This design comes from an exercise in tuning for small area and a short achievable clock period on the open sky130 flow, not from production work.
Function was not checked in any run shown here: the RTL went through the layout flow alone.
Power and IR drop assume default switching activity.

==> design/flow/design.v <==
module mult_top(
    input clk,
    input  [15:0] x,
    input  [15:0] y,
    output [31:0] p_out
    );
    wire [2:0] on0, tw0, ng0;
    genvar g;
    generate for (g = 0; g < 3; g = g + 1) begin : benc
        wire b2 = x[11+2*g], b1 = x[10+2*g], b0 = x[9+2*g];
        assign on0[g] = b1 ^ b0;
        assign tw0[g] = (b2 ^ b1) & ~(b1 ^ b0);
        assign ng0[g] = b2 & ~(b1 & b0);           
    end endgenerate
    wire sx0 = x[9];
    wire [9:0] ax = x[9:0] ^ {10{sx0}};
    wire l3 = ax[8], l2 = ax[7], l1 = ax[6], l0 = |ax[5:0];
    wire h80 = l3, h70 = ~l3 & l2, h60 = ~l3 & ~l2 & l1, h00 = ~l3 & ~l2 & ~l1 & l0;
    wire [8:0] x20 = {ax[8] & ~h80, ax[7] & ~h70, ax[6] & ~h60, ax[5:1], ax[0] & ~h00};
    wire ps = x[9] ^ y[15];
    wire [15:0] ya = y ^ {16{y[15]}};
    wire zy = ~(ya[14] | ya[13] | ya[12]);
    wire [9:0] xs = zy ? 10'd0 : ({1'b0, x20} ^ {10{ps}});
    wire [12:0] oa0 = ya[14] ? {xs[9], xs, 2'b0} : ya[13] ? {{2{xs[9]}}, xs, 1'b0} : {{3{xs[9]}}, xs};
    reg [15:0] y1; reg [2:0] on, tw, ng; reg sx, h8, h7, h6, h0; reg [12:0] oa1;
    always @(posedge clk) begin
        y1 <= y; on <= on0; tw <= tw0; ng <= ng0;
        sx <= sx0; h8 <= h80; h7 <= h70; h6 <= h60; h0 <= h00; oa1 <= oa0;
    end
    wire b0_0 = (y1[0]&on[0])^ng[0];
    wire b0_1 = ((y1[1]&on[0])|(y1[0]&tw[0]))^ng[0];
    wire b0_2 = ((y1[2]&on[0])|(y1[1]&tw[0]))^ng[0];
    wire b0_3 = ((y1[3]&on[0])|(y1[2]&tw[0]))^ng[0];
    wire b0_4 = ((y1[4]&on[0])|(y1[3]&tw[0]))^ng[0];
    wire b0_5 = ((y1[5]&on[0])|(y1[4]&tw[0]))^ng[0];
    wire b0_6 = ((y1[6]&on[0])|(y1[5]&tw[0]))^ng[0];
    wire b0_7 = ((y1[7]&on[0])|(y1[6]&tw[0]))^ng[0];
    wire b0_8 = ((y1[8]&on[0])|(y1[7]&tw[0]))^ng[0];
    wire b0_9 = ((y1[9]&on[0])|(y1[8]&tw[0]))^ng[0];
    wire b0_10 = ((y1[10]&on[0])|(y1[9]&tw[0]))^ng[0];
    wire b0_11 = ((y1[11]&on[0])|(y1[10]&tw[0]))^ng[0];
    wire b0_12 = ((y1[12]&on[0])|(y1[11]&tw[0]))^ng[0];
    wire b0_13 = ((y1[13]&on[0])|(y1[12]&tw[0]))^ng[0];
    wire b0_14 = ((y1[14]&on[0])|(y1[13]&tw[0]))^ng[0];
    wire b0_15 = ((y1[15]&on[0])|(y1[14]&tw[0]))^ng[0];
    wire b0_16 = ~((y1[15]^ng[0])&(on[0]|tw[0]));
    wire b1_0 = (y1[0]&on[1])^ng[1];
    wire b1_1 = ((y1[1]&on[1])|(y1[0]&tw[1]))^ng[1];
    wire b1_2 = ((y1[2]&on[1])|(y1[1]&tw[1]))^ng[1];
    wire b1_3 = ((y1[3]&on[1])|(y1[2]&tw[1]))^ng[1];
    wire b1_4 = ((y1[4]&on[1])|(y1[3]&tw[1]))^ng[1];
    wire b1_5 = ((y1[5]&on[1])|(y1[4]&tw[1]))^ng[1];
    wire b1_6 = ((y1[6]&on[1])|(y1[5]&tw[1]))^ng[1];
    wire b1_7 = ((y1[7]&on[1])|(y1[6]&tw[1]))^ng[1];
    wire b1_8 = ((y1[8]&on[1])|(y1[7]&tw[1]))^ng[1];
    wire b1_9 = ((y1[9]&on[1])|(y1[8]&tw[1]))^ng[1];
    wire b1_10 = ((y1[10]&on[1])|(y1[9]&tw[1]))^ng[1];
    wire b1_11 = ((y1[11]&on[1])|(y1[10]&tw[1]))^ng[1];
    wire b1_12 = ((y1[12]&on[1])|(y1[11]&tw[1]))^ng[1];
    wire b1_13 = ((y1[13]&on[1])|(y1[12]&tw[1]))^ng[1];
    wire b1_14 = ((y1[14]&on[1])|(y1[13]&tw[1]))^ng[1];
    wire b1_15 = ((y1[15]&on[1])|(y1[14]&tw[1]))^ng[1];
    wire b1_16 = ~((y1[15]^ng[1])&(on[1]|tw[1]));
    wire b2_0 = (y1[0]&on[2])^ng[2];
    wire b2_1 = ((y1[1]&on[2])|(y1[0]&tw[2]))^ng[2];
    wire b2_2 = ((y1[2]&on[2])|(y1[1]&tw[2]))^ng[2];
    wire b2_3 = ((y1[3]&on[2])|(y1[2]&tw[2]))^ng[2];
    wire b2_4 = ((y1[4]&on[2])|(y1[3]&tw[2]))^ng[2];
    wire b2_5 = ((y1[5]&on[2])|(y1[4]&tw[2]))^ng[2];
    wire b2_6 = ((y1[6]&on[2])|(y1[5]&tw[2]))^ng[2];
    wire b2_7 = ((y1[7]&on[2])|(y1[6]&tw[2]))^ng[2];
    wire b2_8 = ((y1[8]&on[2])|(y1[7]&tw[2]))^ng[2];
    wire b2_9 = ((y1[9]&on[2])|(y1[8]&tw[2]))^ng[2];
    wire b2_10 = ((y1[10]&on[2])|(y1[9]&tw[2]))^ng[2];
    wire b2_11 = ((y1[11]&on[2])|(y1[10]&tw[2]))^ng[2];
    wire b2_12 = ((y1[12]&on[2])|(y1[11]&tw[2]))^ng[2];
    wire b2_13 = ((y1[13]&on[2])|(y1[12]&tw[2]))^ng[2];
    wire b2_14 = ((y1[14]&on[2])|(y1[13]&tw[2]))^ng[2];
    wire b2_15 = ((y1[15]&on[2])|(y1[14]&tw[2]))^ng[2];
    wire b2_16 = ~((y1[15]^ng[2])&(on[2]|tw[2]));
    wire [15:0] ys = y1 ^ {16{sx}};
    wire [24:0] ob = ({25{h0}} & {{9{ys[15]}},ys}) | ({25{h6}} & {{3{ys[15]}},ys,6'b0}) | ({25{h7}} & {{2{ys[15]}},ys,7'b0}) | ({25{h8}} & {ys[15],ys,8'b0});
    wire ob24n = ~ob[24];
    wire oa12n = ~oa1[12];
    wire q1 = b0_2^b1_0;
    wire q2 = b0_2&b1_0;
    wire q3 = b0_3^b1_1;
    wire q4 = b0_3&b1_1;
    wire q5 = b0_4^b1_2^b2_0;
    wire q6 = (b0_4&b1_2)|(b0_4&b2_0)|(b1_2&b2_0);
    wire q7 = ng[2]^ob[14];
    wire q8 = ng[2]&ob[14];
    wire q9 = b0_5^b1_3^b2_1;
    wire q10 = (b0_5&b1_3)|(b0_5&b2_1)|(b1_3&b2_1);
    wire q11 = ob[15]^oa1[3];
    wire q12 = ob[15]&oa1[3];
    wire q13 = b0_6^b1_4^b2_2;
    wire q14 = (b0_6&b1_4)|(b0_6&b2_2)|(b1_4&b2_2);
    wire q15 = ob[16]^oa1[4];
    wire q16 = ob[16]&oa1[4];
    wire q17 = b0_7^b1_5^b2_3;
    wire q18 = (b0_7&b1_5)|(b0_7&b2_3)|(b1_5&b2_3);
    wire q19 = ob[17]^oa1[5];
    wire q20 = ob[17]&oa1[5];
    wire q21 = b0_8^b1_6^b2_4;
    wire q22 = (b0_8&b1_6)|(b0_8&b2_4)|(b1_6&b2_4);
    wire q23 = ob[18]^oa1[6];
    wire q24 = ob[18]&oa1[6];
    wire q25 = b0_9^b1_7^b2_5;
    wire q26 = (b0_9&b1_7)|(b0_9&b2_5)|(b1_7&b2_5);
    wire q27 = ob[19]^oa1[7];
    wire q28 = ob[19]&oa1[7];
    wire q29 = b0_10^b1_8^b2_6;
    wire q30 = (b0_10&b1_8)|(b0_10&b2_6)|(b1_8&b2_6);
    wire q31 = ob[20]^oa1[8];
    wire q32 = ob[20]&oa1[8];
    wire q33 = b0_11^b1_9^b2_7;
    wire q34 = (b0_11&b1_9)|(b0_11&b2_7)|(b1_9&b2_7);
    wire q35 = ob[21]^oa1[9];
    wire q36 = ob[21]&oa1[9];
    wire q37 = b0_12^b1_10^b2_8;
    wire q38 = (b0_12&b1_10)|(b0_12&b2_8)|(b1_10&b2_8);
    wire q39 = ob[22]^oa1[10];
    wire q40 = ob[22]&oa1[10];
    wire q41 = b0_13^b1_11^b2_9;
    wire q42 = (b0_13&b1_11)|(b0_13&b2_9)|(b1_11&b2_9);
    wire q43 = ob[23]^oa1[11];
    wire q44 = ob[23]&oa1[11];
    wire q45 = b0_14^b1_12^b2_10;
    wire q46 = (b0_14&b1_12)|(b0_14&b2_10)|(b1_12&b2_10);
    wire q47 = ob24n^oa12n;
    wire q48 = ob24n&oa12n;
    wire q49 = b0_15^b1_13^b2_11;
    wire q50 = (b0_15&b1_13)|(b0_15&b2_11)|(b1_13&b2_11);
    wire q51 = q1^ng[1];
    wire q52 = q1&ng[1];
    wire q53 = q3^ob[13]^oa1[1];
    wire q54 = (q3&ob[13])|(q3&oa1[1])|(ob[13]&oa1[1]);
    wire q55 = q5^q7^oa1[2];
    wire q56 = (q5&q7)|(q5&oa1[2])|(q7&oa1[2]);
    wire q57 = q9^q11^q6;
    wire q58 = (q9&q11)|(q9&q6)|(q11&q6);
    wire q59 = q13^q15^q10;
    wire q60 = (q13&q15)|(q13&q10)|(q15&q10);
    wire q61 = q17^q19^q14;
    wire q62 = (q17&q19)|(q17&q14)|(q19&q14);
    wire q63 = q21^q23^q18;
    wire q64 = (q21&q23)|(q21&q18)|(q23&q18);
    wire q65 = q25^q27^q22;
    wire q66 = (q25&q27)|(q25&q22)|(q27&q22);
    wire q67 = q29^q31^q26;
    wire q68 = (q29&q31)|(q29&q26)|(q31&q26);
    wire q69 = q33^q35^q30;
    wire q70 = (q33&q35)|(q33&q30)|(q35&q30);
    wire q71 = q37^q39^q34;
    wire q72 = (q37&q39)|(q37&q34)|(q39&q34);
    wire q73 = q41^q43^q38;
    wire q74 = (q41&q43)|(q41&q38)|(q43&q38);
    wire q75 = q45^q47^q42;
    wire q76 = (q45&q47)|(q45&q42)|(q47&q42);
    wire q77 = q49^1'b1^q46;
    wire q78 = (q49&1'b1)|(q49&q46)|(1'b1&q46);
    wire q79 = b0_16^b1_14^b2_12;
    wire q80 = (b0_16&b1_14)|(b0_16&b2_12)|(b1_14&b2_12);
    wire q81 = b1_15^b2_13;
    wire q82 = b1_15&b2_13;
    wire q83 = b0_0^ng[0];
    wire q84 = b0_0&ng[0];
    wire q85 = b0_1^ob[11];
    wire q86 = b0_1&ob[11];
    wire q87 = q51^ob[12]^oa1[0];
    wire q88 = (q51&ob[12])|(q51&oa1[0])|(ob[12]&oa1[0]);
    wire q89 = q53^q2^q52;
    wire q90 = (q53&q2)|(q53&q52)|(q2&q52);
    wire q91 = q55^q4^q54;
    wire q92 = (q55&q4)|(q55&q54)|(q4&q54);
    wire q93 = q57^q8^q56;
    wire q94 = (q57&q8)|(q57&q56)|(q8&q56);
    wire q95 = q59^q12^q58;
    wire q96 = (q59&q12)|(q59&q58)|(q12&q58);
    wire q97 = q61^q16^q60;
    wire q98 = (q61&q16)|(q61&q60)|(q16&q60);
    wire q99 = q63^q20^q62;
    wire q100 = (q63&q20)|(q63&q62)|(q20&q62);
    wire q101 = q65^q24^q64;
    wire q102 = (q65&q24)|(q65&q64)|(q24&q64);
    wire q103 = q67^q28^q66;
    wire q104 = (q67&q28)|(q67&q66)|(q28&q66);
    wire q105 = q69^q32^q68;
    wire q106 = (q69&q32)|(q69&q68)|(q32&q68);
    wire q107 = q71^q36^q70;
    wire q108 = (q71&q36)|(q71&q70)|(q36&q70);
    wire q109 = q73^q40^q72;
    wire q110 = (q73&q40)|(q73&q72)|(q40&q72);
    wire q111 = q75^q44^q74;
    wire q112 = (q75&q44)|(q75&q74)|(q44&q74);
    wire q113 = q77^q48^q76;
    wire q114 = (q77&q48)|(q77&q76)|(q48&q76);
    wire q115 = q79^q50^q78;
    wire q116 = (q79&q50)|(q79&q78)|(q50&q78);
    wire q117 = q81^1'b1^q80;
    wire q118 = (q81&1'b1)|(q81&q80)|(1'b1&q80);
    wire q119 = b1_16^b2_14^q82;
    wire q120 = (b1_16&b2_14)|(b1_16&q82)|(b2_14&q82);
    wire q121 = b2_15^1'b1;
    wire q122 = b2_15&1'b1;
    wire [31:0] ra = {1'b1,b2_16,q121,q119,q117,q115,q113,q111,q109,q107,q105,q103,q101,q99,q97,q95,q93,q91,q89,q87,q85,q83,ob[9],ob[8],ob[7],ob[6],ob[5],ob[4],ob[3],ob[2],ob[1],ob[0]};
    wire [31:0] rb = {1'b0,q122,q120,q118,q116,q114,q112,q110,q108,q106,q104,q102,q100,q98,q96,q94,q92,q90,q88,q86,q84,ob[10],1'b0,1'b0,1'b0,1'b0,1'b0,1'b0,1'b0,1'b0,1'b0,1'b0};
    wire [16:0] lo = ra[15:0] + rb[15:0];
    wire [7:0] mid = ra[23:16] + rb[23:16];
    reg [15:0] r2lo; reg [7:0] r2mid; reg r2c; reg [7:0] r2a, r2b;
    always @(posedge clk) begin
        r2lo <= lo[15:0]; r2mid <= mid; r2c <= lo[16]; r2a <= ra[31:24]; r2b <= rb[31:24];
    end
    wire [8:0] m3 = r2mid + {{7{1'b0}}, r2c};
    wire [7:0] h3 = r2a + r2b + m3[8];
    assign p_out = {h3, m3[7:0], r2lo};
endmodule
==> design/flow/flow/run.sh <==
#!/bin/bash
# The standard layout; the only change is the port buffer cell (buf_1 instead of the default).
set -euo pipefail
export BUFFER_PORTS_ARGS="-buffer_cell sky130_fd_sc_hd__buf_1"
bash standard.sh > standard.log 2>&1
==> design/flow/standard.sh <==
#!/bin/bash
# synth_recipe.tcl (not shown) runs the flow's synth.tcl, then flattens the netlist and writes it again
# the make line also repeats each setting of config.mk as NAME=value (left out here)
make -C /OpenROAD-flow-scripts/flow DESIGN_CONFIG=/design/flow/config.mk WORK_HOME=/design/flow/orfs CLKGATE_MAP_FILE= SYNTH_SCRIPT=/design/flow/synth_recipe.tcl "${@:-finish}"
==> design/flow/config.mk <==
export PLATFORM = sky130hd
export DESIGN_NAME = mult_top
export DESIGN_NICKNAME = mult_top
export VERILOG_FILES = /design/flow/design.v
export SDC_FILE = /design/flow/constraint.sdc
export NUM_CORES = 4
export LEC_CHECK = 0
export CAP_MARGIN = 20
export CORE_MARGIN = 2
export CORE_UTILIZATION = 40
export SETUP_SLACK_MARGIN = 1.5
export SLEW_MARGIN = 20
==> design/flow/constraint.sdc <==
create_clock -name core_clock -period 5.0 [get_ports {clk}]
set_input_delay 1.0000 -clock core_clock [delete_from_list [all_inputs] [get_ports {clk}]]
set_output_delay 1.0000 -clock core_clock [all_outputs]
set_load 0.01 [all_outputs]
==> summary.json, run 1 <==
{
  "fin_setup_tns_ns": 0,
  "post_synth_fa_ha_maj_area_fraction_pct": 23.1,
  "end_kind": "flop",
  "worst-endpoint-arrival_ns": 4.05,
  "floorplan.rows": 45,
  "wl_per_cell_um": 17.2,
  "die-width_um": 129,
  "post-dp-hpwl_mm": 11.6,
  "netlist-cell-type-count": 60,
  "cts_htree_levels": 3,
  "vdd_ir_drop_max_uv": 368,
  "run_status": "timing/DRC/antenna clean",
  "finalPower_uw": 4670,
  "die_h_um": 129,
  "ys.flop_type": "sky130_fd_sc_hd__dfxtp_1",
  "worstSkewPairLatency_ns": 0.35,
  "worst-setup-path-type": "flop to flop",
  "global_route.overflow_total": 0,
  "route.vias.total": 5216,
  "final.min_clock_period_ns": 3.75,
  "worst_slew_pin_slew_ns": 0.997,
  "syn_inst": 669,
  "p_leak_uw": 0.00324,
  "post_synth_and_or_nand_nor_area_fraction_pct": 7.42,
  "crit_path_start_kind": "flop",
  "netSwitchingFraction_pct": 41.4,
  "antennaDiodeCount": 0,
  "worst_ep_required_time_ns": 5.29,
  "cts_buffer_depth": 2,
  "synth-edff-count": 0,
  "synthesis.nets": 790,
  "first_pass_grt_wire_length_mm": 26.1,
  "die_area_um2": 16700,
  "final-max-slew-violation-count": 0,
  "initial_utilization_pct": 41.2,
  "antenna_violations_before_repair": 0,
  "cts_root_buffer": "sky130_fd_sc_hd__clkbuf_16",
  "final-hold-violation-count": 0,
  "cellPowerDensity_nw_per_um2": 602,
  "final_critical_path_setup_slack_ns": 1.25,
  "grt_max_degree": 29,
  "drive_gt1_share_pct": 27.4,
  "routabilityCongestion": 0.914,
  "nets_final": 864,
  "layout_common_cells": "61 x sky130_fd_sc_hd__buf_1, 60 x sky130_fd_sc_hd__inv_1, 55 x sky130_fd_sc_hd__buf_4",
  "core_region_area_um2": 15300,
  "yosysSeqAreaShare_pct": 25.5,
  "synth_compound_gate_area_share_pct": 21.6,
  "ioPinCount": 65,
  "path_max_fanout": 6,
  "worst_setup_hold_path_clk_slew_ns": 0.06,
  "most_common_cell_after_layout_fill_and_taps_aside": "sky130_fd_sc_hd__buf_1",
  "setup_repair_after_global_routing_missed_its_margin": "true",
  "clock.fmax_mhz": 267,
  "syn-cell-area_um2": 6290,
  "clock_sink_count": 80,
  "pre_cts_worst_setup_slack_ns": 0.882,
  "vias_per_cell": 5.44,
  "drt-initial-drc-count": 466,
  "drc_errors": 0,
  "net-switching-power_uw": 1940,
  "placement.io_buffers": 64,
  "power.share.combinational_pct": 65.5,
  "max_capacitance_violation_count": 0,
  "synthXorXnorAreaFrac_pct": 12.7,
  "synthesized_flop_and_latch_total": 80,
  "dominant_combinational_cell_family_by_area_after_synthesis": "adder cells",
  "setup-violations-final": 0,
  "synthArstFlopShare_pct": 0,
  "internal_power_uw": 2740,
  "areaGrowthSynthToFinish_pct": 23.5,
  "worst_clock_skew_ns": 0.0104,
  "totalWireLength_mm": 16.5,
  "final.hold.worst_slack_ns": 0.596,
  "hold_class": "flop to flop",
  "post-route-period-util_pct": 75.0,
  "post_synth_mux_area_share_pct": 0.497,
  "share_of_power_burned_in_the_clock_network_pct": 14.3,
  "grt_usage_pct": 20.4,
  "dr.pass1.iters": 6,
  "fraction_of_power_consumed_by_sequential_logic_pct": 20.2,
  "synthesis.area_per_instance_um2": 9.40,
  "first_global_vias": 5136,
  "cts_buffers": 9,
  "worst_slew_margin_rel_pct": 33.5,
  "ys_warn_count": 1,
  "cts_tree": "done",
  "route.antenna.remaining_nets": 0
}
[path summary, 6_finish.rpt]
check                startpoint               end  slack, ns  depth (start not counted)
setup / recovery  y1[6]$_DFF_P_  r2mid[6]$_DFF_P_       1.25                         16
hold / removal    tw[2]$_DFF_P_    r2a[6]$_DFF_P_       0.60                          1
setup reg to reg  y1[6]$_DFF_P_  r2mid[6]$_DFF_P_       1.25                         16
hold reg to reg   tw[2]$_DFF_P_    r2a[6]$_DFF_P_       0.60                          1
[sequential cells by signal (all words and copies together), names as in the netlist]
register and flops:
ng 3, r2a 7, h0 1, r2c 1, sx 1, r2mid 8, on 3, oa1 11
y1 16, h8 1, h7 1, tw 3, r2lo 16, h6 1, r2b 7
[cell type report]
cell class,count,area (um^2)
tap,211,264
fill,1436,7490
inverter,74,280
multi-input combinational,450,4460
sequential,80,1690
timing repair buffer,128,768
clock inverter,5,63.8
clock buffer,10,239
[metrics by stage]
step	cell area [um^2]	cells	utilization, %
5_1_grt	7770	958	50.9
2_1_floorplan	6370	669	-
3_3_place_gp	6580	887	43.1
4_1_cts	7530	947	49.4
3_5_place_dp	6580	887	43.1
6_report	7770	958	50.9
[layer usage]
metal | wire, um | vias to the layer above | global-route usage [%] | share of wire, %
li1 | - | 2463 | - | -
met1 | 7100 | 2529 | 26.1 | 43
met2 | 7930 | 184 | 33.1 | 48
met3 | 906 | 40 | 3.01 | 5.5
met4 | 596 | 0 | 11.0 | 3.6
met5 | 0 | - | 0 | 0
[synthesized netlist by cell type (all sizes together), types with 5 or more instances]
library cell / count / area (um^2)
a21oi: 16 / 87.6
a221o: 5 / 50.1
a221oi: 18 / 170
a22oi: 53 / 398
and2: 8 / 50.1
buf: 36 / 198
clkbuf: 29 / 109
dfxtp: 80 / 1600
fa: 45 / 901
ha: 43 / 538
inv: 74 / 278
nand2: 23 / 86.3
nand3: 13 / 65.1
nor2: 19 / 71.3
nor2b: 9 / 58.8
o211ai: 5 / 37.5
o21ai: 29 / 156
o221a: 12 / 135
o221ai: 7 / 61.3
o31ai: 5 / 37.5
xnor2: 40 / 350
xor2: 51 / 447
[what timing repair did]
action	in CTS	in global routing
resized for setup	101	30
setup buffers	45	10
cloned	0	1
endpoints found under the setup margin	15	10
hold buffers	0	0
pin swaps	39	28
[critical path, stage by stage (launching register included)]
cell	delay (ns)
sky130_fd_sc_hd__dfxtp_4	0.38
sky130_fd_sc_hd__a22oi_2	0.23
sky130_fd_sc_hd__xor2_2	0.12
sky130_fd_sc_hd__fa_1	0.57
sky130_fd_sc_hd__inv_2	0.04
sky130_fd_sc_hd__fa_1	0.52
sky130_fd_sc_hd__inv_2	0.05
sky130_fd_sc_hd__fa_2	0.56
sky130_fd_sc_hd__inv_2	0.04
sky130_fd_sc_hd__ha_4	0.15
sky130_fd_sc_hd__inv_2	0.05
sky130_fd_sc_hd__fa_2	0.20
sky130_fd_sc_hd__nor2b_2	0.05
sky130_fd_sc_hd__o21ai_2	0.15
sky130_fd_sc_hd__a21boi_2	0.09
sky130_fd_sc_hd__or4_4	0.42
sky130_fd_sc_hd__nand3_2	0.07
[logic make-up (layout without fill, tap and decap cells)]
family / after synthesis / count (layout)
and+or+nand+nor: 91 / 91
muxes: 3 / 3
adders and majority gates: 89 / 89
DFF: 80 / 80
buffers and inverters: 139 / 217
xor gates and xnor gates: 91 / 91
AOI/OAI and AO/OA: 176 / 176
[power groups by stage]
| stage | registers (uW) | clock network (uW) | logic [uW] |
|---|---|---|---|
| finish | 945 | 669 | 3060 |
| global route | 960 | 712 | 3440 |
| CTS | 937 | 689 | 2850 |
| detailed placement | 961 | 0 | 2450 |
| global placement | 954 | 0 | 2380 |
| floorplan | 900 | 0 | 1960 |
==> run 2, diff against run 1 <==
==> design/flow/run.sh (new file) <==
#!/bin/bash
# synth_recipe.tcl (not shown) runs the flow's synth.tcl, then flattens the netlist and writes it again
# the make line also repeats each setting of config.mk as NAME=value (left out here)
make -C /OpenROAD-flow-scripts/flow DESIGN_CONFIG=/design/flow/config.mk WORK_HOME=/design/flow/orfs CLKGATE_MAP_FILE= SYNTH_SCRIPT=/design/flow/synth_recipe.tcl finish
removed: design/flow/flow/run.sh
removed: design/flow/standard.sh
==> run 2 against run 1 <==
Effect of this change: still clean on timing, DRC and antenna; sequential power fell by 0.7%; clock-buffer cell count did not move; maximum frequency rose by 0.24%; setup slack improved by 0.0091 ns; sequential share of layout area fell by 0.93 points; synthesized cell count did not move; register-to-register slack barely moved; wire length fell by 1.0%; via count barely moved; final area rose by 4.6%; clock skew fell by 0.0023 ns; highest routed layer unchanged.
==> summary.json, run 2 <==
{
  "cts_htree_levels": {"value": 3, "change": "unchanged"},
  "post-dp-hpwl": {"value": 11.5, "unit": "mm", "change": "was 11.6 mm"},
  "initial_utilization": {"value": 41.2, "unit": "%", "change": "unchanged"},
  "grt_max_degree": {"value": 29, "change": "unchanged"},
  "worst_clock_skew": {"value": 0.00806, "unit": "ns", "change": "was 0.0104 ns"},
  "route.vias.total": {"value": 5212, "change": "was 5,216"},
  "dr.pass1.iters": {"value": 5, "change": "was 6"},
  "grt_usage": {"value": 20.2, "unit": "%", "change": "was 20.4%"},
  "global_route.overflow_total": {"value": 0, "change": "unchanged"},
  "die-width": {"value": 129, "unit": "um", "change": "unchanged"},
  "seqCellArea": {"value": 1690, "unit": "um^2", "change": "about the same"},
  "path_cells": {"value": "a221o_1, a221o_1, ha_1, fa_1, inv_1, fa_1, inv_1, ha_2, inv_2, fa_2, nor2b_4, o21ai_2, a21boi_2, or4_1, nand3_1", "change": "was a22oi_2, xor2_2, fa_1, inv_2, fa_1, inv_2, fa_2, inv_2, ha_4, inv_2, fa_2, nor2b_2, o21ai_2, a21boi_2, or4_4, nand3_2"},
  "internal_power": {"value": 3020, "unit": "uW", "change": "was 2740 uW"},
  "ioPinCount": {"value": 65, "change": "unchanged"},
  "drive_gt1_share": {"value": 28.0, "unit": "%", "change": "was 27.4%"},
  "netlist-cell-type-count": {"value": 60, "change": "unchanged"},
  "share_of_power_burned_in_the_clock_network": {"value": 12.7, "unit": "%", "change": "was 14.3%"},
  "wl_per_cell": {"value": 17.0, "unit": "um", "change": "was 17.2 um"},
  "timing.rr.end": {"value": "r2mid[6]$_DFF_P_", "change": "unchanged"},
  "placement.io_buffers": {"value": 64, "change": "unchanged"},
  "yosysSeqAreaShare": {"value": 25.5, "unit": "%", "change": "unchanged"},
  "ys.flop_type": {"value": "sky130_fd_sc_hd__dfxtp_1", "change": "unchanged"},
  "post_synth_fa_ha_maj_area_fraction": {"value": 23.1, "unit": "%", "change": "unchanged"},
  "vias_per_cell": {"value": 5.43, "change": "was 5.44"},
  "worst_ep_required_time": {"value": 5.29, "unit": "ns", "change": "about the same"},
  "antenna_violations_before_repair": {"value": 0, "change": "unchanged"},
  "syn_inst": {"value": 669, "change": "unchanged"},
  "fraction_of_power_consumed_by_sequential_logic": {"value": 18.7, "unit": "%", "change": "was 20.2%"},
  "final-hold-violation-count": {"value": 0, "change": "unchanged"},
  "fillerInstances": {"value": 1397, "change": "was 1,436"},
  "cts_buffer_depth": {"value": 2, "change": "unchanged"},
  "net-switching-power": {"value": 2010, "unit": "uW", "change": "was 1940 uW"},
  "first_global_vias": {"value": 5228, "change": "was 5,136"},
  "post-route-period-util": {"value": 74.8, "unit": "%", "change": "was 75.0%"},
  "first_pass_grt_wire_length": {"value": 26.3, "unit": "mm", "change": "was 26.1 mm"},
  "worstPathBufferInverterCount": {"value": 3, "change": "was 4"},
  "worst_slew_pin_slew": {"value": 0.983, "unit": "ns", "change": "was 0.997 ns"},
  "synth_top_cell_by_area": {"value": "sky130_fd_sc_hd__dfxtp_1", "change": "unchanged"},
  "final.min_clock_period": {"value": 3.74, "unit": "ns", "change": "was 3.75 ns"},
  "syn-cell-area": {"value": 6290, "unit": "um^2", "change": "unchanged"},
  "cts_root_buffer": {"value": "sky130_fd_sc_hd__clkbuf_16", "change": "unchanged"},
  "totalWireLength": {"value": 16.4, "unit": "mm", "change": "was 16.5 mm"},
  "dominant_combinational_cell_family_by_area_after_synthesis": {"value": "adder cells", "change": "unchanged"},
  "synth_compound_gate_area_share": {"value": 21.6, "unit": "%", "change": "unchanged"},
  "post_synth_and_or_nand_nor_area_fraction": {"value": 7.42, "unit": "%", "change": "unchanged"},
  "synth.top_cells.by_area": {"value": "sky130_fd_sc_hd__dfxtp_1 25%, sky130_fd_sc_hd__fa_1 14%, sky130_fd_sc_hd__ha_1 8.6%, sky130_fd_sc_hd__xor2_1 7.1%, sky130_fd_sc_hd__a22oi_1 6.3%", "change": "unchanged"},
  "setup-violations-final": {"value": 0, "change": "unchanged"},
  "worst_r2r_path_depth": {"value": 15, "change": "was 16"},
  "synthesis.nets": {"value": 790, "change": "unchanged"},
  "hold-path-endpoint": {"value": "r2lo[0]$_DFF_P_", "change": "was r2a[6]$_DFF_P_"},
  "nets_final": {"value": 865, "change": "was 864"},
  "drc_errors": {"value": 0, "change": "unchanged"},
  "worst-endpoint-arrival": {"value": 4.03, "unit": "ns", "change": "was 4.05 ns"},
  "fin_setup_tns": {"value": 0, "unit": "ns", "change": "unchanged"},
  "slowest_delay": {"value": 0.48, "unit": "ns", "change": "was 0.57 ns"},
  "worstSkewPairLatency": {"value": 0.35, "unit": "ns", "change": "about the same"},
  "yosys.area.top_type_share": {"value": 25.5, "unit": "%", "change": "unchanged"},
  "power.share.combinational": {"value": 68.7, "unit": "%", "change": "was 65.5%"},
  "post_synth_mux_area_share": {"value": 0.497, "unit": "%", "change": "unchanged"},
  "ys_warn_count": {"value": 1, "change": "unchanged"},
  "final-max-slew-violation-count": {"value": 0, "change": "unchanged"},
  "synthMostInstantiatedCell": {"value": "sky130_fd_sc_hd__dfxtp_1", "change": "unchanged"},
  "final.hold.worst_slack": {"value": 0.637, "unit": "ns", "change": "was 0.596 ns"},
  "regToRegSetupSlack": {"value": 1.26, "unit": "ns", "change": "was 1.25 ns"},
  "cellPowerDensity": {"value": 619, "unit": "nW/um^2", "change": "was 602 nW/um^2"},
  "layout_common_cells": {"value": "59 x sky130_fd_sc_hd__inv_1, 57 x sky130_fd_sc_hd__clkdlybuf4s50_1, 56 x sky130_fd_sc_hd__buf_4", "change": "was 61 x sky130_fd_sc_hd__buf_1, 60 x sky130_fd_sc_hd__inv_1, 55 x sky130_fd_sc_hd__buf_4"},
  "clock.fmax": {"value": 267, "unit": "MHz", "change": "about the same"},
  "max_capacitance_violation_count": {"value": 0, "change": "unchanged"},
  "path_max_fanout": {"value": 4, "change": "was 6"},
  "multi_input_area": {"value": 4450, "unit": "um^2", "change": "was 4460 um^2"},
  "netSwitchingFraction": {"value": 40.1, "unit": "%", "change": "was 41.4%"},
  "hold_class": {"value": "flop to flop", "change": "unchanged"},
  "cp_top_family": {"value": "adder cells", "change": "unchanged"},
  "synthArstFlopShare": {"value": 0, "unit": "%", "change": "unchanged"},
  "synthXorXnorAreaFrac": {"value": 12.7, "unit": "%", "change": "unchanged"},
  "clock_sink_count": {"value": 80, "change": "unchanged"},
  "end_kind": {"value": "flop", "change": "unchanged"},
  "crit_path_start": {"value": "h7$_DFF_P_", "change": "was y1[6]$_DFF_P_"},
  "route.antenna.remaining_nets": {"value": 0, "change": "unchanged"},
  "synthTopCellsByCount": {"value": "80 x sky130_fd_sc_hd__dfxtp_1, 69 x sky130_fd_sc_hd__inv_1, 53 x sky130_fd_sc_hd__a22oi_1", "change": "unchanged"},
  "hold_path_startpoint": {"value": "h0$_DFF_P_", "change": "was tw[2]$_DFF_P_"},
  "die_h": {"value": 129, "unit": "um", "change": "unchanged"},
  "floorplan.rows": {"value": 45, "change": "unchanged"},
  "most_common_cell_after_layout_fill_and_taps_aside": {"value": "sky130_fd_sc_hd__inv_1", "change": "was sky130_fd_sc_hd__buf_1"},
  "vdd_ir_drop_max": {"value": 410, "unit": "uV", "change": "was 368 uV"},
  "worst_slew_margin_rel": {"value": 34.3, "unit": "%", "change": "was 33.5%"},
  "die_area": {"value": 16700, "unit": "um^2", "change": "unchanged"},
  "synth-edff-count": {"value": 0, "change": "unchanged"},
  "r2r_start": {"value": "h7$_DFF_P_", "change": "was y1[6]$_DFF_P_"},
  "run_status": {"value": "timing/DRC/antenna clean", "change": "unchanged"},
  "finalPower": {"value": 5030, "unit": "uW", "change": "was 4670 uW"},
  "cts_tree": {"value": "done", "change": "unchanged"},
  "drt-initial-drc-count": {"value": 431, "change": "was 466"},
  "cts_buffers": {"value": 9, "change": "unchanged"},
  "critical_path.slowest_cell": {"value": "sky130_fd_sc_hd__fa_1", "change": "unchanged"},
  "worst-setup-path-type": {"value": "flop to flop", "change": "unchanged"},
  "p_leak": {"value": 0.00340, "unit": "uW", "change": "was 0.00324 uW"},
  "reg.largest.list": {"value": "r2lo (16), y1 (16), oa1 (11)", "change": "unchanged"},
  "routabilityCongestion": {"value": 0.885, "change": "was 0.914"},
  "worst_setup_hold_path_clk_slew": {"value": 0.06, "unit": "ns", "change": "about the same"},
  "hold_buffers": {"value": 0, "change": "unchanged"},
  "setup_repair_after_global_routing_missed_its_margin": {"value": "true", "change": "unchanged"},
  "antennaDiodeCount": {"value": 0, "change": "unchanged"},
  "areaGrowthSynthToFinish": {"value": 29.2, "unit": "%", "change": "was 23.5%"},
  "timing.hold.worst_path_depth": {"value": 1, "change": "unchanged"},
  "core_region_area": {"value": 15300, "unit": "um^2", "change": "unchanged"},
  "crit_path_start_kind": {"value": "flop", "change": "unchanged"},
  "synthesis.area_per_instance": {"value": 9.40, "unit": "um^2", "change": "unchanged"},
  "synthesized_flop_and_latch_total": {"value": 80, "change": "unchanged"}
}
run 2: cell counts after synthesis:
No cell type changed its count.
run 2: metrics by stage:
| step | std cells | util, % | worst slack, ns | instance area, um^2 |
|---|---|---|---|---|
| after floorplan | 669 | - | 1.26 | 6370 |
| after global placement | 886 | 45.7 | 0.865 | 6970 |
| after detailed placement | 886 | 45.7 | 0.724 | 6970 |
| after CTS | 947 | 51.5 | 1.28 | 7860 |
| after global routing | 960 | 53.3 | 1.12 | 8130 |
| final | 960 | 53.3 | 1.26 | 8130 |
run 2: cell type report:
| cell class | instances | share of cell area (%) |
|---|---|---|
| clock inverter | 6 | 0.631 |
| timing repair buffer | 129 | 14.1 |
| clock buffer | 10 | 2.94 |
| sequential | 80 | 20.8 |
| inverter | 74 | 3.48 |
| multi-input combinational | 450 | 54.8 |
| tap | 211 | 3.25 |
run 2: how the worst max path moves through the flow:
stage | endpoint | slack, ns | cells past startpoint
after floorplan | r2mid[6]$_DFF_P_ | 1.26 | 18
after global placement | r2mid[6]$_DFF_P_ | 0.86 | 16
after detailed placement | r2mid[6]$_DFF_P_ | 0.72 | 16
after CTS | p_out[30] | 1.28 | 13
after global routing | r2mid[6]$_DFF_P_ | 1.12 | 17
final | r2mid[6]$_DFF_P_ | 1.26 | 15
run 2: power by group through the flow:
stage / registers (uW) / logic (uW) / clock network (uW)
floorplan: 900 / 1960 / 0
global placement: 955 / 2590 / 0
detailed placement: 961 / 2670 / 0
CTS: 935 / 3120 / 654
global route: 956 / 3870 / 684
finish: 938 / 3450 / 636
run 2: cells by family after synthesis:
group           after synthesis
flops                        80
simple gates                 91
compound gates              176
xor+xnor                     91
fa+ha+maj                    89
buf+inv                     139
mux                           3
run 2: repair_timing:
item,4_1_cts,5_1_grt
hold endpoints to repair,0,0
buffers inserted,45,13
cloned,0,0
gates resized for setup,99,49
pin swaps,40,49
endpoints found under the setup margin,18,11
run 2: routing by layer:
| layer | up-vias | wire, um | GRT usage [%] |
|---|---|---|---|
| met5 | - | 0 | 0 |
| met4 | 0 | 597 | 9.46 |
| met3 | 40 | 955 | 3.84 |
| met2 | 184 | 7940 | 33.7 |
| met1 | 2524 | 6860 | 25.3 |
| li1 | 2464 | - | - |

[afterwards: timing with drivers on the ports]
The results above use ideal ports. As a check the final layouts listed here were re-extracted and re-timed, cells and wires unchanged. Step 1 sets driving cells, clkbuf_16 on the clock port and buf_2 on the other inputs (assumed; they add their load-dependent delay and slew). Step 2 also shifts input and output timing later by t, the mid clock arrival at the registers, as if the neighbouring blocks saw the same clock. a / b / c = no drivers / after step 1 / after step 2; a / b = the first two.
run | t (ns) | setup slack, ns | hold WS [ns] | worst setup path after step 2 | worst slew at a driven data input, ns
run 1 | 0.391 | 1.249 / 1.249 / 1.249 | 0.596 / 0.596 / 0.596 | register to register | 0.04
run 2 | 0.385 | 1.258 / 1.258 / 1.258 | 0.637 / 0.637 / 0.637 | register to register | 0.05
After both steps every run listed still meets setup and hold.
